Background: an optimization exercise with open tools, aiming at small area and a short achievable clock period. Do not read the settings as production practice. At most, simulation tests tie the RTL to the original design; equivalence was not proved. Function not checked in run 1: the RTL went through the layout flow alone. No driver is modelled on the clock port, so clocking that relies on it looks cheaper here than on a real chip. Power and IR drop assume default switching activity.

==> flow/design.v <==
`timescale 1ns/1ps
`default_nettype none
module convenc (
  input  wire clk,
  input  wire rst_n,
  input  wire in_valid,
  input  wire bit_in,
  output reg  out_valid,
  output reg  y0,
  output reg  y1
);
  reg d1, d0;
  always @(posedge clk or negedge rst_n) begin
    if (!rst_n) begin
      d1 <= 1'b0;
      d0 <= 1'b0;
      y0 <= 1'b0;
      y1 <= 1'b0;
      out_valid <= 1'b0;
    end else begin
      out_valid <= in_valid;
      if (in_valid) begin
        y0 <= bit_in ^ d1 ^ d0;
        y1 <= bit_in ^ d0;
        d0 <= d1;
        d1 <= bit_in;
      end
    end
  end
endmodule
`default_nettype wire
`timescale 1ns/1ps
/*verilator lint_off DECLFILENAME*/
module viterbi_decoder_7_5
(
    input              clk,
    input              rst,           
    input              sym_valid,
    input      [1:0]   rx_sym,        
    output             bit_valid,     
    output reg         bit_out,
    output             early          
);
    localparam integer SW = 6;
    localparam integer OW = SW + 2;
    reg  [SW-1:0] st;
    reg  [5:0]    cnt;                
    reg  [31:2]   sv0, sv1, sv2, sv3;
    wire [4*OW+5:0] tab;
    acs_table u_tab (.s(st), .o(tab));
    wire [OW-1:0] a     = tab[rx_sym*OW +: OW];
    wire [SW-1:0] st_nx = a[OW-1:2];
    wire xa = tab[4*OW],   xb = tab[4*OW+1], xc = tab[4*OW+2];
    wire ya = tab[4*OW+3], yb = tab[4*OW+4], yc = tab[4*OW+5];
    wire r1 = rx_sym[1], r0 = rx_sym[0];
    wire [3:0] dec;
    assign dec[0] = xa | (xb & (r1 | r0))    | (xc & r1 & r0);
    assign dec[1] = xa | (xb & ~(r1 & r0))   | (xc & ~r1 & ~r0);
    assign dec[2] = ya | (yb & ~(r1 ^ r0))   | (yc & ~r1 & r0);
    assign dec[3] = ya | (yb & ~(r1 ^ r0))   | (yc & r1 & ~r0);
    wire [3:0] bit_c;
    genvar r;
    generate
        for (r = 0; r < 4; r = r + 1) begin : g_sym
            wire [1:0] sel = tab[r*OW +: 2];
            assign bit_c[r] = (sel == 2'd0) ? sv0[30] : (sel == 2'd1) ? sv1[30] :
                              (sel == 2'd2) ? sv2[30] : sv3[30];
        end
    endgenerate
    assign bit_valid = cnt[5];
    assign early     = ~cnt[5] & ~cnt[4] & (~cnt[3] | (~cnt[2] & ~cnt[1]));
    always @(posedge clk) begin
        if (rst)
            st <= {SW{1'b0}};
        else if (sym_valid)
            st <= st_nx;
        if (rst)
            cnt <= 6'd0;
        else if (sym_valid && !cnt[5])
            cnt <= cnt + 6'd1;
        if (sym_valid) begin
            sv0 <= {~(dec[0] ? sv2[30:2] : sv0[30:2]), dec[0]};
            sv1 <= {~(dec[1] ? sv2[30:2] : sv0[30:2]), dec[1]};
            sv2 <= {~(dec[2] ? sv3[30:2] : sv1[30:2]), dec[2]};
            sv3 <= {~(dec[3] ? sv3[30:2] : sv1[30:2]), dec[3]};
            bit_out <= bit_c[rx_sym];    
        end
    end
endmodule
module acs_table (
    input      [5:0] s,
    output reg [37:0] o    
);
    always @(*) begin
        case (s)
            6'd0: o = {6'b100000, 6'd3, 2'd0, 6'd2, 2'd0, 6'd2, 2'd0, 6'd1, 2'd0};
            6'd1: o = {6'b000000, 6'd7, 2'd0, 6'd6, 2'd0, 6'd5, 2'd0, 6'd4, 2'd0};
            6'd2: o = {6'b000000, 6'd11, 2'd0, 6'd15, 2'd1, 6'd9, 2'd1, 6'd8, 2'd0};
            6'd3: o = {6'b000000, 6'd10, 2'd1, 6'd14, 2'd1, 6'd13, 2'd1, 6'd12, 2'd1};
            6'd4: o = {6'b100000, 6'd7, 2'd0, 6'd6, 2'd0, 6'd5, 2'd0, 6'd4, 2'd0};
            6'd5: o = {6'b100000, 6'd11, 2'd0, 6'd17, 2'd1, 6'd16, 2'd1, 6'd8, 2'd0};
            6'd6: o = {6'b000100, 6'd19, 2'd0, 6'd15, 2'd1, 6'd9, 2'd1, 6'd18, 2'd0};
            6'd7: o = {6'b000100, 6'd21, 2'd1, 6'd14, 2'd1, 6'd13, 2'd1, 6'd28, 2'd1};
            6'd8: o = {6'b110100, 6'd25, 2'd0, 6'd24, 2'd0, 6'd23, 2'd0, 6'd22, 2'd0};
            6'd9: o = {6'b110100, 6'd29, 2'd0, 6'd20, 2'd3, 6'd27, 2'd3, 6'd26, 2'd0};
            6'd15: o = {6'b100110, 6'd22, 2'd2, 6'd23, 2'd2, 6'd24, 2'd2, 6'd25, 2'd2};
            6'd11: o = {6'b100110, 6'd26, 2'd2, 6'd27, 2'd1, 6'd20, 2'd1, 6'd29, 2'd2};
            6'd12: o = {6'b111110, 6'd18, 2'd2, 6'd9, 2'd3, 6'd15, 2'd3, 6'd19, 2'd2};
            6'd13: o = {6'b111110, 6'd28, 2'd3, 6'd13, 2'd3, 6'd14, 2'd3, 6'd21, 2'd3};
            6'd14: o = {6'b110111, 6'd4, 2'd2, 6'd5, 2'd2, 6'd6, 2'd2, 6'd7, 2'd2};
            6'd10: o = {6'b110111, 6'd8, 2'd2, 6'd16, 2'd3, 6'd17, 2'd3, 6'd11, 2'd2};
            6'd16: o = {6'b110100, 6'd30, 2'd2, 6'd20, 2'd3, 6'd27, 2'd3, 6'd30, 2'd0};
            6'd17: o = {6'b100110, 6'd22, 2'd2, 6'd30, 2'd2, 6'd30, 2'd2, 6'd25, 2'd2};
            6'd18: o = {6'b100100, 6'd25, 2'd0, 6'd30, 2'd0, 6'd30, 2'd0, 6'd22, 2'd0};
            6'd19: o = {6'b100100, 6'd30, 2'd2, 6'd27, 2'd1, 6'd20, 2'd1, 6'd30, 2'd0};
            6'd28: o = {6'b110110, 6'd18, 2'd2, 6'd9, 2'd3, 6'd15, 2'd3, 6'd19, 2'd2};
            6'd21: o = {6'b110110, 6'd8, 2'd2, 6'd16, 2'd3, 6'd17, 2'd3, 6'd11, 2'd2};
            6'd22: o = {6'b100000, 6'd45, 2'd0, 6'd23, 2'd0, 6'd24, 2'd0, 6'd32, 2'd0};
            6'd23: o = {6'b100100, 6'd33, 2'd2, 6'd17, 2'd1, 6'd16, 2'd1, 6'd33, 2'd0};
            6'd24: o = {6'b100100, 6'd19, 2'd0, 6'd49, 2'd1, 6'd49, 2'd3, 6'd18, 2'd0};
            6'd25: o = {6'b000100, 6'd29, 2'd0, 6'd36, 2'd1, 6'd35, 2'd1, 6'd26, 2'd0};
            6'd26: o = {6'b110100, 6'd33, 2'd2, 6'd16, 2'd3, 6'd17, 2'd3, 6'd33, 2'd0};
            6'd27: o = {6'b110110, 6'd32, 2'd2, 6'd24, 2'd2, 6'd23, 2'd2, 6'd45, 2'd2};
            6'd20: o = {6'b110110, 6'd26, 2'd2, 6'd35, 2'd3, 6'd36, 2'd3, 6'd29, 2'd2};
            6'd29: o = {6'b100110, 6'd18, 2'd2, 6'd49, 2'd1, 6'd49, 2'd3, 6'd19, 2'd2};
            6'd30: o = {6'b100100, 6'd33, 2'd2, 6'd49, 2'd1, 6'd49, 2'd3, 6'd33, 2'd0};
            6'd32: o = {6'b100000, 6'd7, 2'd0, 6'd33, 2'd0, 6'd33, 2'd0, 6'd4, 2'd0};
            6'd45: o = {6'b000100, 6'd49, 2'd1, 6'd14, 2'd1, 6'd13, 2'd1, 6'd49, 2'd1};
            6'd33: o = {6'b100100, 6'd19, 2'd0, 6'd17, 2'd1, 6'd16, 2'd1, 6'd18, 2'd0};
            6'd49: o = {6'b110110, 6'd18, 2'd2, 6'd16, 2'd3, 6'd17, 2'd3, 6'd19, 2'd2};
            6'd35: o = {6'b110100, 6'd49, 2'd3, 6'd13, 2'd3, 6'd14, 2'd3, 6'd49, 2'd3};
            6'd36: o = {6'b100110, 6'd4, 2'd2, 6'd33, 2'd2, 6'd33, 2'd2, 6'd7, 2'd2};
            default: o = {6'b110110, 6'd18, 2'd2, 6'd9, 2'd3, 6'd15, 2'd3, 6'd19, 2'd2};
        endcase
    end
endmodule
`timescale 1ns/1ps
`default_nettype none
module ber_tester (
    input  wire       clk,
    input  wire       rst,
    input  wire       ref_in,
    input  wire       advance,
    input  wire       early,        
    input  wire       dec_valid,    
    input  wire       dec_bit,
    output reg        done,
    output reg  [3:0] bits_compared,
    output reg  [3:0] bit_errors
);
    reg [9:0] q;
    always @(posedge clk) begin
        if (advance && (early || dec_valid))
            q <= {ref_in, q[9:1]};
        if (rst) begin
            bits_compared <= 4'd0;
            bit_errors    <= 4'd0;
            done          <= 1'b0;
        end else if (dec_valid && !done) begin
            if (q[0] ^ dec_bit)
                bit_errors <= bit_errors + 4'd1;
            bits_compared <= bits_compared + 4'd1;
            if (bits_compared == 4'd9)
                done <= 1'b1;
        end
    end
endmodule
`default_nettype wire
`timescale 1ns/1ps
`default_nettype none
module top_cv (
    input  wire clk,
    input  wire enc_rst_n,
    input  wire enc_in_valid,
    input  wire enc_bit_in,
    output wire enc_out_valid,
    output wire enc_y0,
    output wire enc_y1,
    input  wire       dec_rst,
    input  wire       dec_sym_valid,
    input  wire [1:0] dec_rx_sym,
    output wire       dec_bit_valid,
    output wire       dec_bit_out,
    output wire        ber_done,
    output wire [31:0] ber_bits,
    output wire [31:0] ber_errs
);
    convenc u_enc (
        .clk       (clk),
        .rst_n     (enc_rst_n),
        .in_valid  (enc_in_valid),
        .bit_in    (enc_bit_in),
        .out_valid (enc_out_valid),
        .y0        (enc_y0),
        .y1        (enc_y1)
    );
    wire early;
    viterbi_decoder_7_5 u_dec (
        .clk       (clk),
        .rst       (dec_rst),
        .sym_valid (dec_sym_valid),
        .rx_sym    (dec_rx_sym),
        .bit_valid (dec_bit_valid),
        .bit_out   (dec_bit_out),
        .early     (early)
    );
    reg  [3:0] pay_cnt;
    wire       pay_full = pay_cnt[3] & pay_cnt[1];
    always @(posedge clk or negedge enc_rst_n) begin
        if (!enc_rst_n)
            pay_cnt <= 4'd0;
        else if (enc_in_valid && !pay_full)
            pay_cnt <= pay_cnt + 4'd1;
    end
    wire [3:0] bits4, errs4;
    ber_tester u_ber (
        .clk           (clk),
        .rst           (dec_rst),
        .ref_in        (enc_in_valid & enc_bit_in & ~pay_full),
        .advance       (dec_sym_valid),
        .early         (early),
        .dec_valid     (dec_bit_valid),
        .dec_bit       (dec_bit_out),
        .done          (ber_done),
        .bits_compared (bits4),
        .bit_errors    (errs4)
    );
    assign ber_bits = {28'd0, bits4};
    assign ber_errs = {28'd0, errs4};
endmodule
`default_nettype wire
==> flow/flow/run.sh <==
#!/bin/bash
# Layout flow: the standard flow (standard.sh, with the standard
# synthesis) with these changes:
#  - after floorplanning, half/full adder cells with an unused output are
#    replaced by the plain gate for the output that is used (fix_adders.tcl);
#  - clock tree synthesis inserts no dummy loads;
#  - ports are buffered with buf_2 cells rather than the default choice;
#  - after global placement all constant outputs share one tie cell
#    (merge_ties.tcl);
#  - timing repair aims at a setup slack of 8.5 ns (SETUP_SLACK_MARGIN).
# Each tool's output goes to the ORFS logs under orfs/logs; make's own
# output goes to standard.log here.
set -euo pipefail
here=$(pwd)
export POST_FLOORPLAN_TCL="$here/flow/fix_adders.tcl"
export POST_GLOBAL_PLACE_TCL="$here/flow/merge_ties.tcl"
export CTS_ARGS="-sink_clustering_enable -repair_clock_nets -dont_use_dummy_load -buf_list sky130_fd_sc_hd__clkbuf_8 -root_buf sky130_fd_sc_hd__clkbuf_8"
export BUFFER_PORTS_ARGS="-buffer_cell sky130_fd_sc_hd__buf_2"
export SETUP_SLACK_MARGIN=8.5
bash standard.sh > "$here/standard.log" 2>&1
==> flow/flow/fix_adders.tcl <==
# Half and full adder cells that synthesis left with one output unused are
# replaced by the plain gate for the output that is used (an unused cell
# output is a driver without parasitics, and the plain gate is smaller).
set block [ord::get_db_block]
set db [ord::get_db]

proc net_used {it} {
  set n [$it getNet]
  if {$n == "NULL" || $n == ""} { return 0 }
  return [expr {[llength [$n getITerms]] + [llength [$n getBTerms]] > 1}]
}

set k 0
foreach inst [$block getInsts] {
  set m [[$inst getMaster] getName]
  if {[regexp {^sky130_fd_sc_hd__(ha|fa)_\d+$} $m -> kind] == 0} { continue }
  set sum [$inst findITerm SUM]
  set cout [$inst findITerm COUT]
  set su [net_used $sum]
  set cu [net_used $cout]
  if {$su && $cu} { continue }
  set ins {}
  foreach p [expr {$kind eq "ha" ? {A B} : {A B CIN}}] {
    lappend ins [[$inst findITerm $p] getNet]
  }
  set out ""
  if {$su} {
    set cell [expr {$kind eq "ha" ? "sky130_fd_sc_hd__xor2_1" : "sky130_fd_sc_hd__xor3_1"}]
    set out [$sum getNet]
  } elseif {$cu} {
    set cell [expr {$kind eq "ha" ? "sky130_fd_sc_hd__and2_1" : "sky130_fd_sc_hd__maj3_1"}]
    set out [$cout getNet]
  }
  set name [$inst getName]
  foreach it [$inst getITerms] { $it disconnect }
  odb::dbInst_destroy $inst
  incr k
  if {$out eq ""} { continue }
  set new [odb::dbInst_create $block [$db findMaster $cell] "${name}_g"]
  set pins [expr {$kind eq "ha" ? {A B} : {A B C}}]
  foreach p $pins n $ins { [$new findITerm $p] connect $n }
  [$new findITerm X] connect $out
}
puts "fix_adders: replaced $k adder cells"
==> flow/flow/merge_ties.tcl <==
# All constant-0 loads are driven from one tie cell, and all constant-1 loads
# from one, instead of a tie cell per load (each tie cell also leaves its
# other output unused).
set block [ord::get_db_block]

proc tie_net {it} {
  set n [$it getNet]
  if {$n == "NULL" || $n == ""} { return "" }
  return $n
}

foreach pin {LO HI} other {HI LO} {
  set keep ""
  set gone 0
  foreach inst [$block getInsts] {
    if {[[$inst getMaster] getName] ne "sky130_fd_sc_hd__conb_1"} { continue }
    set n [tie_net [$inst findITerm $pin]]
    if {$n eq "" || [tie_net [$inst findITerm $other]] ne ""} { continue }
    if {$keep eq ""} { set keep $n; continue }
    foreach it [$n getITerms] {
      if {[$it getInst] eq $inst} { continue }
      $it disconnect
      $it connect $keep
    }
    foreach bt [$n getBTerms] {
      $bt disconnect
      $bt connect $keep
    }
    foreach it [$inst getITerms] { $it disconnect }
    odb::dbInst_destroy $inst
    odb::dbNet_destroy $n
    incr gone
  }
  puts "merge_ties: $pin: removed $gone tie cells"
}
==> flow/standard.sh <==
#!/bin/bash
# synth_recipe.tcl (not shown) runs the flow's synth.tcl, then flattens the netlist and writes it again
# the make line also repeats each setting of config.mk as NAME=value (left out here)
make -C /OpenROAD-flow-scripts/flow DESIGN_CONFIG=/design/flow/config.mk WORK_HOME=/design/flow/orfs CLKGATE_MAP_FILE= SYNTH_SCRIPT=/design/flow/synth_recipe.tcl "${@:-finish}"
==> flow/config.mk <==
export PLATFORM = sky130hd
export DESIGN_NAME = top_cv
export DESIGN_NICKNAME = top_cv
export VERILOG_FILES = /design/flow/design.v
export SDC_FILE = /design/flow/constraint.sdc
export NUM_CORES = 4
export LEC_CHECK = 0
export CAP_MARGIN = 20
export CORE_MARGIN = 2
export CORE_UTILIZATION = 40
export SLEW_MARGIN = 20
export SYNTH_HIERARCHICAL = 1
==> flow/constraint.sdc <==
create_clock -name core_clock -period 12.0 [get_ports {clk}]
set_input_delay 2.4000 -clock core_clock [delete_from_list [all_inputs] [get_ports {clk}]]
set_output_delay 2.4000 -clock core_clock [all_outputs]
set_load 0.01 [all_outputs]
==> impl_metrics.tcl, run 1 <==
set metrics [dict create \
    status "finished clean" \
    routedWlPerCell_um 18.50 \
    avgSynthCellArea_um2 12.12 \
    final_common_cell "edfxtp_1" \
    synth_cell_types 82 \
    period_share 0.2868 \
    yosysTopAreaCell "edfxtp_1" \
    die-area_um2 23190 \
    min_period_ns 3.442 \
    synthArstFlopShare 0.05732 \
    post-route-drc-count 0 \
    setup.worst_path.class "primary input to flop" \
    overflow 0 \
    synth-seq-cells 157 \
    via_per_inst 5.737 \
    cp-end-kind "flop" \
    crit_arrival_ns 3.69 \
    setup_viol 0 \
    clkSlewWorstSetupHoldPaths_ns 0.08 \
    cts-root-buf "clkbuf_8" \
    layout.nets 691 \
    ys_seq_area_frac 0.5070 \
    power_density_nw_per_um2 186.2 \
    synthFlopType "edfxtp_1" \
    start_util 0.4056 \
    report.final.hold_viol_count 0 \
    skew_ns 0.03445 \
    dp_hpwl_mm 11.02 \
    synth_edf_count 127 \
    critPathMaxFanout 15 \
    clock_sinks 157 \
    fillers 1998 \
    htreeDepth 4 \
    die_w_um 152.3 \
    cts_buffers 17 \
    ir_drop_mv 0.1135 \
    placed_cell_area_um2 8571 \
    area_delta_synth_final_pct 1.735 \
    grt_pass1_wl_mm 28.41 \
    ios 78 \
    maxSlewViolCount 0 \
    p_leak_nw 3.676 \
    antenna_found_initial 0 \
    clock.fmax_mhz 290.5 \
    port_buffers 21 \
    layout_common_cells "edfxtp_1 (127), mux2i_1 (124), nor2_1 (32), o21ai_0 (32), a21oi_1 (32)" \
    cap_violations 0 \
    grt_pass1_vias 5458 \
    rsz0062_at_grt "no" \
    regArea_um2 4464 \
    slew-limit-headroom 0.4056 \
    drive_gt1_frac 0.1456 \
    ys.warnings.count 11 \
    cts_tree "built" \
    grt_max_degree 74 \
    row_count 54 \
    drt_iter0_drc 371 \
    synthDominantCellAreaShare 0.4336 \
    yosys-top-cells-area "edfxtp_1 (43%), mux2i_1 (14%), buf_4 (5.8%), dfxtp_1 (4.8%), mux4_2 (3.1%)" \
    final.setup.tns_ns 0 \
    finalWirelength_mm 17.50 \
    antenna_cells 0 \
    via_count 5427 \
    multi_input_area_um2 3505 \
    synthesis.area_um2 8796 \
    ant_nets 0 \
    critPathRequiredTime_ns 12.25 \
    grt_usage 0.1508 \
    cts-hold-fix-buffers 0 \
    startpoint_type "primary input" \
    design_area_um2 8949 \
    firstDrtPassIters 5 \
    core_area_um2 21690 \
    insertion_delay_ns 0.44 \
    clock_path_buffers 2 \
    tightest_slew_ns 0.8897 \
    die_h_um 152.3 \
    synth_cells 726 \
    hp-class "flop to flop" \
]
[per-module statistics from Yosys (local to each module, per instance)]
module / copies in the design / cells
acs_table: 1 / 264
ber_tester: 1 / 56
convenc: 1 / 12
top_cv: 1 / 70
viterbi_decoder_7_5: 1 / 324
[logic make-up after synthesis]
family | after synthesis | share of synthesized area
DFF | 157 | 0.5070
AOI/OAI and AO/OA | 143 | 0.1102
muxes | 139 | 0.1761
and+or+nand+nor | 132 | 0.07710
buffers and inverters | 130 | 0.09630
adders and majority gates | 15 | 0.02134
xor gates and xnor gates | 9 | 0.01152
other | 1 | 0.0004263
[cells in the mapped netlist (all sizes together), types with 4 or more instances]
library cell	number
dfrtp	9
o22ai	4
o211ai	5
mux2i	124
a211oi	8
nand2b	10
o31ai	5
mux4	12
nor3	6
nor2b	12
nand3	14
and2	6
o21ai	38
a22oi	5
xnor2	6
a21oi	32
or2	4
nand2	27
edfxtp	127
dfxtp	21
inv	19
ha	15
nor2	35
or3	5
clkbuf	9
a311oi	7
a31oi	10
buf	101
[power by group]
group          total, mW  leakage, nW  switching, mW  internal (mW)
clock              0.285        0.122          0.160          0.125
sequential         0.789         1.52         0.0601          0.729
combinational      0.593         2.04          0.335          0.258
[final cells by class]
cell class | instances | share of cell area
Multi-Input combinational cell | 439 | 0.3916
Sequential cell | 157 | 0.4989
Clock buffer | 17 | 0.02615
Timing Repair Buffer | 33 | 0.03496
Tap cell | 280 | 0.03915
Inverter | 20 | 0.009228
[metal layers]
layer | global-route usage | vias to the layer above | wire length (µm)
met5 | 0 | - | 0
li1 | - | 2525 | -
met1 | 0.1995 | 2669 | 7577
met3 | 0.02844 | 36 | 962
met2 | 0.2469 | 197 | 8495
met4 | 0.05830 | 0 | 465
[critical path: stages]
cell and delay, ns:
buf_8 0.15, inv_2 0.06, ha_4 0.27, nor2b_4 0.05, a311oi_4 0.20, buf_6 0.17
buf_12 0.17, mux2i_1 0.20
[worst paths after layout]
kind	startpoint	endpoint	slack [ns]	cells after the start
worst min-delay path	u_ber.q[2]$_DFFE_PP_	u_ber.q[1]$_DFFE_PP_	0.41	0
max in group asynchronous	enc_rst_n	pay_cnt[2]$_DFFE_PN0P_	9.98	1
worst max-delay path	dec_rx_sym[1]	u_dec.sv3[7]$_DFFE_PP_	8.56	8
min in group asynchronous	enc_rst_n	u_enc.y1$_DFFE_PN0P_	1.82	1
worst min register to register	u_ber.q[2]$_DFFE_PP_	u_ber.q[1]$_DFFE_PP_	0.41	0
worst max register to register	u_dec.st[1]$_SDFFE_PP0P_	u_dec.sv0[26]$_DFFE_PP_	8.73	10
[state kept, by name, indices dropped and copies added (netlist names), 4 cells and up]
name	cells
u_dec.sv1	29
u_ber.q	10
u_dec.sv0	29
u_ber.bit_errors	4
pay_cnt	4
u_dec.cnt	6
u_dec.st	6
u_dec.sv2	29
u_ber.bits_compared	4
u_dec.sv3	29
[per-stage QoR]
stage            util  total power [mW]  hold slack [ns]  std cells  worst slack (ns)
6_report       0.4126             1.666           0.4064        946             8.558
5_1_grt        0.4126             1.758           0.4267        946             8.506
4_1_cts        0.4119             1.679           0.4132        946             8.505
3_5_place_dp   0.3952             1.365           0.4068        927             7.278
3_3_place_gp   0.4047             1.354           0.4061        982             7.419
2_1_floorplan       -             1.262           0.4003        781             8.251
[what timing repair did]
action,4_1_cts,5_1_grt
gates resized for setup,23,9
endpoints found under the setup margin,184,33
cloned,1,0
buffers inserted,1,0
==> run 2, diff against run 1 <==
--- a/flow/design.v
+++ b/flow/design.v
@@ -95,26 +95,26 @@
         case (s)
-            6'd0: o = {6'b100000, 6'd3, 2'd0, 6'd2, 2'd0, 6'd2, 2'd0, 6'd1, 2'd0};
-            6'd1: o = {6'b000000, 6'd7, 2'd0, 6'd6, 2'd0, 6'd5, 2'd0, 6'd4, 2'd0};
-            6'd2: o = {6'b000000, 6'd11, 2'd0, 6'd15, 2'd1, 6'd9, 2'd1, 6'd8, 2'd0};
-            6'd3: o = {6'b000000, 6'd10, 2'd1, 6'd14, 2'd1, 6'd13, 2'd1, 6'd12, 2'd1};
-            6'd4: o = {6'b100000, 6'd7, 2'd0, 6'd6, 2'd0, 6'd5, 2'd0, 6'd4, 2'd0};
-            6'd5: o = {6'b100000, 6'd11, 2'd0, 6'd17, 2'd1, 6'd16, 2'd1, 6'd8, 2'd0};
-            6'd6: o = {6'b000100, 6'd19, 2'd0, 6'd15, 2'd1, 6'd9, 2'd1, 6'd18, 2'd0};
-            6'd7: o = {6'b000100, 6'd21, 2'd1, 6'd14, 2'd1, 6'd13, 2'd1, 6'd28, 2'd1};
-            6'd8: o = {6'b110100, 6'd25, 2'd0, 6'd24, 2'd0, 6'd23, 2'd0, 6'd22, 2'd0};
-            6'd9: o = {6'b110100, 6'd29, 2'd0, 6'd20, 2'd3, 6'd27, 2'd3, 6'd26, 2'd0};
-            6'd15: o = {6'b100110, 6'd22, 2'd2, 6'd23, 2'd2, 6'd24, 2'd2, 6'd25, 2'd2};
-            6'd11: o = {6'b100110, 6'd26, 2'd2, 6'd27, 2'd1, 6'd20, 2'd1, 6'd29, 2'd2};
-            6'd12: o = {6'b111110, 6'd18, 2'd2, 6'd9, 2'd3, 6'd15, 2'd3, 6'd19, 2'd2};
+            6'd0: o = {6'b100000, 6'd9, 2'd0, 6'd2, 2'd0, 6'd2, 2'd0, 6'd1, 2'd0};
+            6'd1: o = {6'b000000, 6'd5, 2'd0, 6'd6, 2'd0, 6'd7, 2'd0, 6'd4, 2'd0};
+            6'd2: o = {6'b000000, 6'd11, 2'd0, 6'd15, 2'd1, 6'd3, 2'd1, 6'd8, 2'd0};
+            6'd9: o = {6'b000000, 6'd10, 2'd1, 6'd14, 2'd1, 6'd13, 2'd1, 6'd12, 2'd1};
+            6'd4: o = {6'b100000, 6'd5, 2'd0, 6'd6, 2'd0, 6'd7, 2'd0, 6'd4, 2'd0};
+            6'd7: o = {6'b100000, 6'd11, 2'd0, 6'd17, 2'd1, 6'd16, 2'd1, 6'd8, 2'd0};
+            6'd6: o = {6'b000100, 6'd19, 2'd0, 6'd15, 2'd1, 6'd3, 2'd1, 6'd18, 2'd0};
+            6'd5: o = {6'b000100, 6'd21, 2'd1, 6'd14, 2'd1, 6'd13, 2'd1, 6'd28, 2'd1};
+            6'd8: o = {6'b110100, 6'd25, 2'd0, 6'd24, 2'd0, 6'd27, 2'd0, 6'd22, 2'd0};
+            6'd3: o = {6'b110100, 6'd29, 2'd0, 6'd20, 2'd3, 6'd23, 2'd3, 6'd26, 2'd0};
+            6'd15: o = {6'b100110, 6'd22, 2'd2, 6'd27, 2'd2, 6'd24, 2'd2, 6'd25, 2'd2};
+            6'd11: o = {6'b100110, 6'd26, 2'd2, 6'd23, 2'd1, 6'd20, 2'd1, 6'd29, 2'd2};
+            6'd12: o = {6'b111110, 6'd18, 2'd2, 6'd3, 2'd3, 6'd15, 2'd3, 6'd19, 2'd2};
             6'd13: o = {6'b111110, 6'd28, 2'd3, 6'd13, 2'd3, 6'd14, 2'd3, 6'd21, 2'd3};
-            6'd14: o = {6'b110111, 6'd4, 2'd2, 6'd5, 2'd2, 6'd6, 2'd2, 6'd7, 2'd2};
+            6'd14: o = {6'b110111, 6'd4, 2'd2, 6'd7, 2'd2, 6'd6, 2'd2, 6'd5, 2'd2};
             6'd10: o = {6'b110111, 6'd8, 2'd2, 6'd16, 2'd3, 6'd17, 2'd3, 6'd11, 2'd2};
-            6'd16: o = {6'b110100, 6'd30, 2'd2, 6'd20, 2'd3, 6'd27, 2'd3, 6'd30, 2'd0};
+            6'd16: o = {6'b110100, 6'd30, 2'd2, 6'd20, 2'd3, 6'd23, 2'd3, 6'd30, 2'd0};
             6'd17: o = {6'b100110, 6'd22, 2'd2, 6'd30, 2'd2, 6'd30, 2'd2, 6'd25, 2'd2};
             6'd18: o = {6'b100100, 6'd25, 2'd0, 6'd30, 2'd0, 6'd30, 2'd0, 6'd22, 2'd0};
-            6'd19: o = {6'b100100, 6'd30, 2'd2, 6'd27, 2'd1, 6'd20, 2'd1, 6'd30, 2'd0};
-            6'd28: o = {6'b110110, 6'd18, 2'd2, 6'd9, 2'd3, 6'd15, 2'd3, 6'd19, 2'd2};
+            6'd19: o = {6'b100100, 6'd30, 2'd2, 6'd23, 2'd1, 6'd20, 2'd1, 6'd30, 2'd0};
+            6'd28: o = {6'b110110, 6'd18, 2'd2, 6'd3, 2'd3, 6'd15, 2'd3, 6'd19, 2'd2};
             6'd21: o = {6'b110110, 6'd8, 2'd2, 6'd16, 2'd3, 6'd17, 2'd3, 6'd11, 2'd2};
-            6'd22: o = {6'b100000, 6'd45, 2'd0, 6'd23, 2'd0, 6'd24, 2'd0, 6'd32, 2'd0};
-            6'd23: o = {6'b100100, 6'd33, 2'd2, 6'd17, 2'd1, 6'd16, 2'd1, 6'd33, 2'd0};
+            6'd22: o = {6'b100000, 6'd60, 2'd0, 6'd27, 2'd0, 6'd24, 2'd0, 6'd32, 2'd0};
+            6'd27: o = {6'b100100, 6'd33, 2'd2, 6'd17, 2'd1, 6'd16, 2'd1, 6'd33, 2'd0};
             6'd24: o = {6'b100100, 6'd19, 2'd0, 6'd49, 2'd1, 6'd49, 2'd3, 6'd18, 2'd0};
@@ -122,3 +122,3 @@
             6'd26: o = {6'b110100, 6'd33, 2'd2, 6'd16, 2'd3, 6'd17, 2'd3, 6'd33, 2'd0};
-            6'd27: o = {6'b110110, 6'd32, 2'd2, 6'd24, 2'd2, 6'd23, 2'd2, 6'd45, 2'd2};
+            6'd23: o = {6'b110110, 6'd32, 2'd2, 6'd24, 2'd2, 6'd27, 2'd2, 6'd60, 2'd2};
             6'd20: o = {6'b110110, 6'd26, 2'd2, 6'd35, 2'd3, 6'd36, 2'd3, 6'd29, 2'd2};
@@ -126,4 +126,4 @@
             6'd30: o = {6'b100100, 6'd33, 2'd2, 6'd49, 2'd1, 6'd49, 2'd3, 6'd33, 2'd0};
-            6'd32: o = {6'b100000, 6'd7, 2'd0, 6'd33, 2'd0, 6'd33, 2'd0, 6'd4, 2'd0};
-            6'd45: o = {6'b000100, 6'd49, 2'd1, 6'd14, 2'd1, 6'd13, 2'd1, 6'd49, 2'd1};
+            6'd32: o = {6'b100000, 6'd5, 2'd0, 6'd33, 2'd0, 6'd33, 2'd0, 6'd4, 2'd0};
+            6'd60: o = {6'b000100, 6'd49, 2'd1, 6'd14, 2'd1, 6'd13, 2'd1, 6'd49, 2'd1};
             6'd33: o = {6'b100100, 6'd19, 2'd0, 6'd17, 2'd1, 6'd16, 2'd1, 6'd18, 2'd0};
@@ -131,4 +131,4 @@
             6'd35: o = {6'b110100, 6'd49, 2'd3, 6'd13, 2'd3, 6'd14, 2'd3, 6'd49, 2'd3};
-            6'd36: o = {6'b100110, 6'd4, 2'd2, 6'd33, 2'd2, 6'd33, 2'd2, 6'd7, 2'd2};
-            default: o = {6'b110110, 6'd18, 2'd2, 6'd9, 2'd3, 6'd15, 2'd3, 6'd19, 2'd2};
+            6'd36: o = {6'b100110, 6'd4, 2'd2, 6'd33, 2'd2, 6'd33, 2'd2, 6'd5, 2'd2};
+            default: o = {6'b110110, 6'd18, 2'd2, 6'd16, 2'd3, 6'd17, 2'd3, 6'd19, 2'd2};
         endcase
--- a/flow/flow/run.sh
+++ b/flow/flow/run.sh
@@ -9,2 +9,4 @@
 #    (merge_ties.tcl);
+#  - after clock tree synthesis, leaf clock buffers are made smaller where
+#    the clock pin slew allows (shrink_clk.tcl);
 #  - timing repair aims at a setup slack of 8.5 ns (SETUP_SLACK_MARGIN).
@@ -16,2 +18,3 @@
 export POST_GLOBAL_PLACE_TCL="$here/flow/merge_ties.tcl"
+export POST_CTS_TCL="$here/flow/shrink_clk.tcl"
 export CTS_ARGS="-sink_clustering_enable -repair_clock_nets -dont_use_dummy_load -buf_list sky130_fd_sc_hd__clkbuf_8 -root_buf sky130_fd_sc_hd__clkbuf_8"
==> flow/flow/shrink_clk.tcl (new file) <==
# Leaf clock buffers are made smaller (clkbuf_8 -> clkbuf_4) where the
# slew at the flip-flop clock pins they drive stays under 110 ps.
estimate_parasitics -placement
proc clk_slew_max {} {
  set m 0
  foreach p [get_pins -hierarchical */CLK] {
    set s [get_property $p slew_max]
    if {$s > $m} { set m $s }
  }
  return $m
}
set small [get_lib_cells sky130_fd_sc_hd__clkbuf_4]
set n 0
foreach inst [get_cells clkbuf_*] {
  set cell [get_property $inst ref_name]
  if {$cell ne "sky130_fd_sc_hd__clkbuf_8"} { continue }
  if {[get_full_name $inst] eq "clkbuf_0_clk"} { continue }
  replace_cell $inst $small
  estimate_parasitics -placement
  if {[clk_slew_max] > 0.110} {
    replace_cell $inst [get_lib_cells $cell]
    estimate_parasitics -placement
  } else {
    incr n
  }
}
puts "shrink_clk: $n leaf clock buffers made smaller, clock pin slew [clk_slew_max]"
==> run 2 against run 1 <==
Combinational power rose by 6.1%. Largest cell class unchanged. Design area is 1.3% lower. Core utilization rose by 0.63 points. Critical path type unchanged. Hold slack better by 0.015 ns. Register-to-register slack better by 0.02 ns. Routed wire length shrank 1.0%. Sequential power grew 2.5%.
==> impl_metrics.tcl, run 2 <==
set metrics [dict create \
    p_leak_nw 3.661 \
    critPathRequiredTime_ns 12.23 \
    grt_pass1_wl_mm 27.39 \
    port_buffers 21 \
    antenna_found_initial 0 \
    hold_slack_ns 0.4216 \
    finalWirelength_mm 17.32 \
    dp_slack_ns 7.675 \
    drt_iter0_drc 462 \
    clock_sinks 157 \
    dp_cells 906 \
    grt_max_degree 71 \
    cts_tree "built" \
    clock.fmax_mhz 289.8 \
    maxSlewViolCount 0 \
    die_h_um 150.9 \
    grt_usage 0.1540 \
    design_area_um2 8833 \
    ys_seq_area_frac 0.5164 \
    post-route-drc-count 0 \
    core_area_um2 21090 \
    synth_cell_types 77 \
    insertion_delay_ns 0.42 \
    synthFlopType "edfxtp_1" \
    synthesis.area_um2 8636 \
    ant_nets 0 \
    overflow 0 \
    min_period_ns 3.451 \
    cp-end-kind "flop" \
    layout_common_cells "edfxtp_1 (127), mux2i_1 (120), nor2_1 (34)" \
    ff2ff_setup_slack_ns 8.75 \
    ir_drop_mv 0.09129 \
    synthArstFlopShare 0.05732 \
    synth-seq-cells 157 \
    final_common_cell "edfxtp_1" \
    yosys-top-cells-area "edfxtp_1 (44%), mux2i_1 (14%), buf_4 (5.7%), dfxtp_1 (4.9%), mux4_2 (2.9%)" \
    grt_pass1_vias 5278 \
    synth_edf_count 127 \
    endpoint "u_dec.sv3[15]$_DFFE_PP_" \
    ff2ff_path_depth 12 \
    finalPower_mw 1.685 \
    startpoint "dec_rx_sym[0]" \
    routedWlPerCell_um 18.59 \
    layout.nets 682 \
    cap_violations 0 \
    drive_gt1_frac 0.1492 \
    final_cells 932 \
    status "finished clean" \
    worstReg2RegEnd "u_dec.sv3[15]$_DFFE_PP_" \
    setup_viol 0 \
    row_count 53 \
    synth_cells 699 \
    die_w_um 150.9 \
    start_util 0.4095 \
    ys.warnings.count 11 \
    min-delay-start "u_ber.q[1]$_DFFE_PP_" \
    power_density_nw_per_um2 190.7 \
    placed_cell_area_um2 8457 \
    via_per_inst 5.660 \
    setup_ws_ns 8.549 \
    rsz0062_at_grt "no" \
    area_delta_synth_final_pct 2.289 \
    slew-limit-headroom 0.5037 \
    startpoint_type "primary input" \
    via_count 5275 \
    yosysTopAreaCell "edfxtp_1" \
    critPathMaxFanout 8 \
    post-route-util 0.4189 \
    final.setup.tns_ns 0 \
    period_share 0.2876 \
    report.final.hold_viol_count 0 \
    setup.worst_path.class "primary input to flop" \
    synthDominantCellAreaShare 0.4416 \
    antenna_cells 0 \
    skew_ns 0.03092 \
    fillers 1960 \
    crit_arrival_ns 3.68 \
    tightest_slew_ns 0.7387 \
    firstDrtPassIters 5 \
    timing.rr.start "u_dec.st[1]$_SDFFE_PP0P_" \
    clkSlewWorstSetupHoldPaths_ns 0.08 \
    synthTopCellsByCount "edfxtp_1 (127), mux2i_1 (121), buf_4 (66)" \
    die-area_um2 22780 \
    synth.most_common_cell "edfxtp_1" \
    dp_hpwl_mm 10.79 \
    avgSynthCellArea_um2 12.35 \
    hp-class "flop to flop" \
    ios 78 \
]
run 2: cell count changes after synthesis, moves of 4 or more:
cell and delta:
a21oi_1 -5, a221oi_1 +4, a311o_1 +4, a311oi_1 -5, a31oi_1 -6, buf_1 -4
nand2_1 +6, nand2b_1 +7, o21ai_0 -9
run 2: how the worst min path moves through the flow:
| stage | slack, ns | to | cells after the start |
|---|---|---|---|
| global route | 0.42 | u_ber.q[0]$_DFFE_PP_ | 0 |
| finish | 0.42 | u_ber.q[0]$_DFFE_PP_ | 0 |
| global placement | 0.41 | u_ber.q[0]$_DFFE_PP_ | 0 |
| floorplan | 0.40 | u_ber.q[0]$_DFFE_PP_ | 0 |
| detailed placement | 0.41 | u_ber.q[0]$_DFFE_PP_ | 0 |
run 2: logic make-up after synthesis:
group | share of synthesized area
buffers and inverters | 0.09113
XOR/XNOR | 0.01174
AND/OR/NAND/NOR | 0.08881
AO/OA/AOI/OAI | 0.09519
adder cells (fa/ha/maj) | 0.02173
flip-flops | 0.5164
multiplexers | 0.1746
other | 0.0004342
run 2: report_power, final:
group / internal (mW) / switching [mW] / leakage, nW
registers: 0.744 / 0.0646 / 1.52
clock network: 0.0908 / 0.156 / 0.0963
logic: 0.282 / 0.346 / 2.05
run 2: per-module statistics from Yosys (local to each module, per instance):
module	area [µm²]	flops+latches	cells	copies in the design
viterbi_decoder_7_5	5622	129	324	1
acs_table	1466	0	237	1
ber_tester	725.7	19	56	1
top_cv	618.1	4	70	1
convenc	203.9	5	12	1
run 2: cell type report, clock buffers not listed:
type / count / area, µm² / area share
Multi-Input combinational cell: 425 / 3400 / 0.3848
Timing Repair Buffer: 40 / 381.6 / 0.04320
Tap cell: 275 / 344.1 / 0.03895
Inverter: 18 / 75.07 / 0.008499
Sequential cell: 157 / 4462 / 0.5051
run 2: critical path, stage by stage:
cell	delay, ns
buf_16	0.10
inv_8	0.04
ha_4	0.25
nor2b_2	0.05
a311oi_4	0.26
buf_6	0.20
buf_12	0.16
mux2i_2	0.22
run 2: metal layers:
layer / GRT usage / up-vias / share of wire
met1: 0.2055 / 2602 / 0.45
met2: 0.2434 / 175 / 0.47
met4: 0.06776 / 0 / 0.028
met3: 0.03163 / 43 / 0.055
li1: - / 2455 / -
met5: 0 / - / 0
==> run 3, diff against run 2 <==
--- a/flow/design.v
+++ b/flow/design.v
@@ -41,3 +41,4 @@
     output reg         bit_out,
-    output             early          
+    output             early,         
+    output             valid_int      
 );
@@ -56,6 +57,6 @@
     wire [3:0] dec;
-    assign dec[0] = xa | (xb & (r1 | r0))    | (xc & r1 & r0);
-    assign dec[1] = xa | (xb & ~(r1 & r0))   | (xc & ~r1 & ~r0);
-    assign dec[2] = ya | (yb & ~(r1 ^ r0))   | (yc & ~r1 & r0);
-    assign dec[3] = ya | (yb & ~(r1 ^ r0))   | (yc & r1 & ~r0);
+    assign dec[0] = r1 ? (r0 ? xc : xb) : (r0 ? xb : xa);
+    assign dec[1] = r1 ? (r0 ? xa : xb) : (r0 ? xb : xc);
+    assign dec[2] = r1 ? (r0 ? yb : ya) : (r0 ? yc : yb);
+    assign dec[3] = r1 ? (r0 ? yb : yc) : (r0 ? ya : yb);
     wire [3:0] bit_c;
@@ -69,3 +70,5 @@
     endgenerate
-    assign bit_valid = cnt[5];
+    reg valid_q;
+    assign bit_valid = valid_q;
+    assign valid_int = cnt[5];
     assign early     = ~cnt[5] & ~cnt[4] & (~cnt[3] | (~cnt[2] & ~cnt[1]));
@@ -80,2 +83,6 @@
             cnt <= cnt + 6'd1;
+        if (rst)
+            valid_q <= 1'b0;
+        else if (sym_valid && cnt[4:0] == 5'd31)
+            valid_q <= 1'b1;
         if (sym_valid) begin
@@ -196,3 +203,3 @@
     );
-    wire early;
+    wire early, dec_valid_int;
     viterbi_decoder_7_5 u_dec (
@@ -204,3 +211,4 @@
         .bit_out   (dec_bit_out),
-        .early     (early)
+        .early     (early),
+        .valid_int (dec_valid_int)
     );
@@ -221,3 +229,3 @@
         .early         (early),
-        .dec_valid     (dec_bit_valid),
+        .dec_valid     (dec_valid_int),
         .dec_bit       (dec_bit_out),
==> run 3 against run 2 <==
Total power down 4.1%. Highest routed layer unchanged. Via count down 0.15%. Die area up 0.60%. Critical endpoint is now ber_bits[0]. Synthesized area up 0.62%. Routed wire length down 5.3%. First-iteration DRC count up 13%. Still clean on timing, DRC and antenna. Final cell count down 1.2%. Register-to-register slack better by 0.16 ns. Synthesized cell count down 0.14%. Sequential power down 1%. Sequential share of layout area up 1.0 points.
==> impl_metrics.tcl, run 3 <==
set metrics [dict create \
    rsz0062_at_grt "no" \
    antenna_cells 0 \
    power_density_nw_per_um2 185.8 \
    max_stage_delay_ns 0.43 \
    maxSlewViolCount 0 \
    layout.nets 670 \
    setup_viol 0 \
    post-route-drc-count 0 \
    synthTopCellsByCount "mux2i_1 (135), edfxtp_1 (127), buf_4 (69)" \
    period_share 0.2859 \
    crit_arrival_ns 1.03 \
    cap_violations 0 \
    insertion_delay_ns 0.43 \
    clock_sinks 158 \
    area_delta_synth_final_pct 0.04322 \
    ir_drop_mv 0.07869 \
    synthFlopType "edfxtp_1" \
    grt_pass1_wl_mm 26.99 \
    avgSynthCellArea_um2 12.45 \
    ios 78 \
    port_buffers 21 \
    row_count 53 \
    p_clk_frac 0.155 \
    core_area_um2 21150 \
    synthesis.area_um2 8690 \
    synthDominantCellAreaShare 0.4389 \
    antenna_found_initial 0 \
    startpoint_type "flop" \
    p_switching_mw 0.5382 \
    tightest_slew_ns 0.6887 \
    synth_edf_count 127 \
    skew_ns 0.03515 \
    drive_gt1_frac 0.1223 \
    min_period_ns 3.430 \
    overflow 0 \
    firstDrtPassIters 5 \
    final.setup.tns_ns 0 \
    via_count 5267 \
    drt_iter0_drc 522 \
    p_int_mw 1.077 \
    ys_seq_area_frac 0.5155 \
    die_w_um 151.4 \
    ys.warnings.count 11 \
    combPwrFrac 0.352 \
    critPathMaxFanout 5 \
    grt_usage 0.1504 \
    via_per_inst 5.719 \
    crit_chain "buf_2" \
    clkSlewWorstSetupHoldPaths_ns 0.10 \
    finalWirelength_mm 16.41 \
    post-route-util 0.4110 \
    status "finished clean" \
    ant_nets 0 \
    synth_cell_types 71 \
    dp_slack_ns 7.710 \
    start_util 0.4108 \
    dp_hpwl_mm 10.20 \
    seqPwrFrac 0.493 \
    swShare 0.3332 \
    synth.most_common_cell "mux2i_1" \
    synth-seq-cells 158 \
    hp-class "flop to flop" \
    cts_tree "built" \
    yosys-top-cells-area "edfxtp_1 (44%), mux2i_1 (16%), buf_4 (6.0%), dfxtp_1 (5.1%), mux4_2 (2.9%)" \
    layout_common_cells "mux2i_1 (131), edfxtp_1 (127), nand2_1 (36)" \
    final_common_cell "mux2i_1" \
    cp_num_buf_inv 1 \
    die-area_um2 22920 \
    setup.worst_path.class "flop to primary output" \
    crit_family "flip-flops" \
    p_leak_nw 2.961 \
    slew-limit-headroom 0.5384 \
    cp-end-kind "primary output" \
    yosysTopAreaCell "edfxtp_1" \
    crit_slowest_cell "dfxtp_1" \
    die_h_um 151.4 \
    synthArstFlopShare 0.05696 \
    setup_ws_ns 8.570 \
    routedWlPerCell_um 17.82 \
    synth_cells 698 \
    critPathRequiredTime_ns 9.60 \
    report.final.hold_viol_count 0 \
    grt_pass1_vias 5391 \
    fillers 1959 \
    grt_max_degree 92 \
    clock.fmax_mhz 291.5 \
    ff2ff_setup_slack_ns 8.91 \
]
==> run 3: stage by stage <==
| step | power, mW | hold slack, ns | instance area [µm²] | cells |
|---|---|---|---|---|
| floorplan | 1.271 | 0.4003 | 8920 | 753 |
| detailed placement | 1.368 | 0.4068 | 8482 | 904 |
| global route | 1.712 | 0.4403 | 8693 | 921 |
| global placement | 1.362 | 0.4043 | 8688 | 959 |
| finish | 1.615 | 0.4243 | 8693 | 921 |
==> run 3: cells by family after synthesis <==
| logic type | share of synthesized area |
|---|---|
| flip-flops | 0.5155 |
| multiplexers | 0.1896 |
| AND/OR/NAND/NOR | 0.08438 |
| AO/OA/AOI/OAI | 0.08942 |
| buffers and inverters | 0.08884 |
| adder cells (fa/ha/maj) | 0.02016 |
| XOR/XNOR | 0.01166 |
| other | 0.0004316 |
==> run 3: final cells by class, clock buffers not listed <==
class | instances | area (µm²) | share of cell area
Tap cell | 275 | 344.1 | 0.03958
Multi-Input combinational cell | 430 | 3438 | 0.3955
Timing Repair Buffer | 31 | 215.2 | 0.02476
Inverter | 10 | 37.54 | 0.004318
Sequential cell | 158 | 4481 | 0.5154
==> run 3: worst paths after layout <==
check	to	depth (start not counted)	startpoint
worst max-delay path	ber_bits[0]	1	u_ber.bits_compared[0]$_SDFFE_PP0P_
worst min-delay path	u_ber.q[4]$_DFFE_PP_	0	u_ber.q[5]$_DFFE_PP_
worst max register to register	u_dec.sv3[4]$_DFFE_PP_	11	u_dec.st[1]$_SDFFE_PP0P_
worst min register to register	u_ber.q[4]$_DFFE_PP_	0	u_ber.q[5]$_DFFE_PP_
max in group asynchronous	u_enc.d1$_DFFE_PN0P_	1	enc_rst_n
min in group asynchronous	u_enc.out_valid$_DFF_PN0_	1	enc_rst_n
==> run 3: power groups by stage <==
stage / sequential [mW] / combinational [mW] / clock (mW)
2_1_floorplan: 0.793 / 0.478 / 0
6_report: 0.797 / 0.568 / 0.251
3_5_place_dp: 0.807 / 0.562 / 0
3_3_place_gp: 0.805 / 0.557 / 0
5_1_grt: 0.811 / 0.620 / 0.281
==> run 3: layer usage <==
metal / share of wire / vias up / wire length, µm / GRT usage
met4: 0.018 / 0 / 289 / 0.06262
met1: 0.43 / 2588 / 7048 / 0.1967
met3: 0.066 / 26 / 1081 / 0.02892
met5: 0 / - / 0 / 0
met2: 0.49 / 219 / 7992 / 0.2450
li1: - / 2434 / - / -
==> run 3: per-module statistics from Yosys (local to each module, per instance) <==
| module | copies in the design | flip-flops and latches |
|---|---|---|
| viterbi_decoder_7_5 | 1 | 130 |
| acs_table | 1 | 0 |
| ber_tester | 1 | 19 |
| top_cv | 1 | 4 |
| convenc | 1 | 5 |
==> run 4, diff against run 3 <==
--- a/flow/flow/run.sh
+++ b/flow/flow/run.sh
@@ -11,3 +11,3 @@
 #    the clock pin slew allows (shrink_clk.tcl);
-#  - timing repair aims at a setup slack of 8.5 ns (SETUP_SLACK_MARGIN).
+#  - timing repair aims at a setup slack of 8.65 ns (SETUP_SLACK_MARGIN).
 # Each tool's output goes to the ORFS logs under orfs/logs; make's own
@@ -21,3 +21,3 @@
 export BUFFER_PORTS_ARGS="-buffer_cell sky130_fd_sc_hd__buf_2"
-export SETUP_SLACK_MARGIN=8.5
+export SETUP_SLACK_MARGIN=8.65
 bash standard.sh > "$here/standard.log" 2>&1
==> run 4 against run 3 <==
Still clean. Die area unchanged. Fmax up 1.7%. Total power up 1.1%. Final cell count rose by 0.98%. Critical path type unchanged.
==> impl_metrics.tcl, run 4 <==
set metrics [dict create \
    max_stage_delay_ns 0.40 \
    drive_gt1_frac 0.1542 \
    clock_sinks 158 \
    cp-end-kind "primary output" \
    antenna_found_initial 0 \
    grt_usage 0.1556 \
    dp_hpwl_mm 10.60 \
    setup.worst_path.class "flop to primary output" \
    startpoint "u_dec.bit_out$_DFFE_PP_" \
    synth_cells 698 \
    crit_arrival_ns 0.97 \
    combPwrFrac 0.364 \
    yosysTopAreaCell "edfxtp_1" \
    seqPwrFrac 0.488 \
    port_buffers 21 \
    tightest_slew_ns 0.7656 \
    startpoint_type "flop" \
    maxSlewViolCount 0 \
    grt_max_degree 71 \
    ff2ff_path_depth 10 \
    synth-seq-cells 158 \
    routedWlPerCell_um 18.66 \
    synthFlopType "edfxtp_1" \
    cp_num_cells 1 \
    cap_violations 0 \
    critPathMaxFanout 2 \
    ant_nets 0 \
    power_density_nw_per_um2 184.6 \
    crit_slowest_cell "edfxtp_1" \
    synthArstFlopShare 0.05696 \
    grt_pass1_vias 5220 \
    hp-class "flop to flop" \
    synthDominantCellAreaShare 0.4389 \
    grt_pass1_wl_mm 27.61 \
    core_area_um2 21150 \
    drt_iter0_drc 460 \
    final.setup.tns_ns 0 \
    p_leak_nw 3.018 \
    synthesis.area_um2 8690 \
    synth.most_common_cell "mux2i_1" \
    row_count 53 \
    cts_tree "built" \
    layout.nets 679 \
    firstDrtPassIters 6 \
    synth_cell_types 71 \
    start_util 0.4108 \
    post-route-drc-count 0 \
    ir_drop_mv 0.07081 \
    slew-limit-headroom 0.4868 \
    ys_seq_area_frac 0.5155 \
    critPathRequiredTime_ns 9.60 \
    crit_family "flip-flops" \
    ios 78 \
    crit_chain "buf_2" \
    swShare 0.3375 \
    area_delta_synth_final_pct 1.829 \
    hold_slack_ns 0.4196 \
    insertion_delay_ns 0.41 \
    final_common_cell "mux2i_1" \
    synthTopCellsByCount "mux2i_1 (135), edfxtp_1 (127), buf_4 (69)" \
    clkSlewWorstSetupHoldPaths_ns 0.10 \
    die-area_um2 22920 \
    synth_edf_count 127 \
    min_period_ns 3.371 \
    overflow 0 \
    via_per_inst 5.748 \
    setup_viol 0 \
    via_count 5346 \
    min-delay-start "u_ber.q[8]$_DFFE_PP_" \
    layout_common_cells "mux2i_1 (128), edfxtp_1 (127), nand2_1 (36)" \
    avgSynthCellArea_um2 12.45 \
    finalWirelength_mm 17.35 \
    period_share 0.2810 \
    clock.fmax_mhz 296.6 \
    post-route-util 0.4183 \
    p_switching_mw 0.5513 \
    p_int_mw 1.082 \
    skew_ns 0.02538 \
    die_h_um 151.4 \
    cp_num_buf_inv 1 \
    ys.warnings.count 11 \
    finalPower_mw 1.634 \
    yosys-top-cells-area "edfxtp_1 (44%), mux2i_1 (16%), buf_4 (6.0%), dfxtp_1 (5.1%), mux4_2 (2.9%)" \
    rsz0062_at_grt "yes" \
    p_clk_frac 0.149 \
    antenna_cells 0 \
    status "finished clean" \
    timing.rr.start "u_dec.st[0]$_SDFFE_PP0P_" \
    report.final.hold_viol_count 0 \
    hold_depth 0 \
    die_w_um 151.4 \
]
run 4: per-module statistics from Yosys (local to each module, per instance):
module	copies in the design	cells inside	flip-flops and latches	cell area, µm²
acs_table	1	237	0	1466
viterbi_decoder_7_5	1	323	130	5675
top_cv	1	70	4	618.1
convenc	1	12	5	203.9
ber_tester	1	56	19	725.7
run 4: logic make-up (layout without fill, tap and decap cells):
| family | after synthesis | in the layout | synth area share |
|---|---|---|---|
| compound gates | 112 | 112 | 0.08942 |
| xor+xnor | 9 | 9 | 0.01166 |
| fa+ha+maj | 14 | 6 | 0.02016 |
| buf+inv | 110 | 67 | 0.08884 |
| flops | 158 | 158 | 0.5155 |
| mux | 150 | 150 | 0.1896 |
| other cells | 1 | 1 | 0.0004316 |
| simple gates | 144 | 152 | 0.08438 |
run 4: through the flow:
stage	area, µm²	std cells	setup slack, ns
3_3_place_gp	8688	959	7.798
6_report	8848	930	8.629
2_1_floorplan	8929	753	8.395
3_5_place_dp	8482	904	7.728
5_1_grt	8848	930	8.551
run 4: final timing paths:
kind / end / slack (ns)
worst min register to register: u_ber.q[7]$_DFFE_PP_ / 0.42
min in group asynchronous: u_enc.d0$_DFFE_PN0P_ / 1.82
worst max-delay path: dec_bit_out / 8.63
worst min-delay path: u_ber.q[7]$_DFFE_PP_ / 0.42
max in group asynchronous: pay_cnt[0]$_DFFE_PN0P_ / 10.00
worst max register to register: u_dec.sv2[21]$_DFFE_PP_ / 8.83
run 4: layout make-up, clock buffers not listed:
cell class,instances,area [µm²]
Inverter,10,37.54
Multi-Input combinational cell,430,3450
Fill cell,1979,12310
Tap cell,275,344.1
Timing Repair Buffer,40,356.6
Sequential cell,158,4496
run 4: per-layer routing:
layer	global-route usage	vias to the layer above	part of all wire	wire [µm]
met4	0.04346	0	0.016	278
met5	0	-	0	0
met2	0.2532	206	0.48	8261
met3	0.04066	28	0.065	1125
li1	-	2457	-	-
met1	0.2058	2655	0.44	7688
run 4: power groups by stage:
stage               sequential [mW]  combinational [mW]  clock [mW]
floorplan                     0.793               0.480           0
global placement              0.805               0.558           0
detailed placement            0.807               0.567           0
global route                  0.810               0.643       0.275
finish                        0.797               0.594       0.243

==> afterwards: timing with drivers on the ports <==
No port has a modelled driver above. Below, the same layouts with a new extraction and two added sets of constraints.
Step 1 (the two cells are an assumption about what drives the block):
set clk [get_ports {clk}]
set_driving_cell -lib_cell sky130_fd_sc_hd__clkbuf_16 $clk
set_driving_cell -lib_cell sky130_fd_sc_hd__buf_2 [delete_from_list [all_inputs] $clk]
Step 2 moves the port delays by t, midway between the first and last clock arrival at a register: inputs arrive t later, outputs are due t later. That takes back most of the time a late clock gives input paths.
Three values: no drivers, after step 1, after step 2; two values: the first two.
| run | t, ns | setup WS [ns] | slew at the worst register clock pin (ns) |
|---|---|---|---|
| run 1 | 0.454 | 8.558 / 8.543 / 8.090 | 0.10 / 0.10 |
| run 2 | 0.438 | 8.549 / 8.496 / 8.058 | 0.10 / 0.10 |
| run 3 | 0.448 | 8.570 / 8.535 / 8.164 | 0.11 / 0.11 |
| run 4 | 0.434 | 8.629 / 8.595 / 8.258 | 0.10 / 0.10 |
After both steps every run listed still meets setup and hold. The setup slack of run 2, which loses most, moves by -0.053 ns with the drivers and by -0.491 ns with both steps.
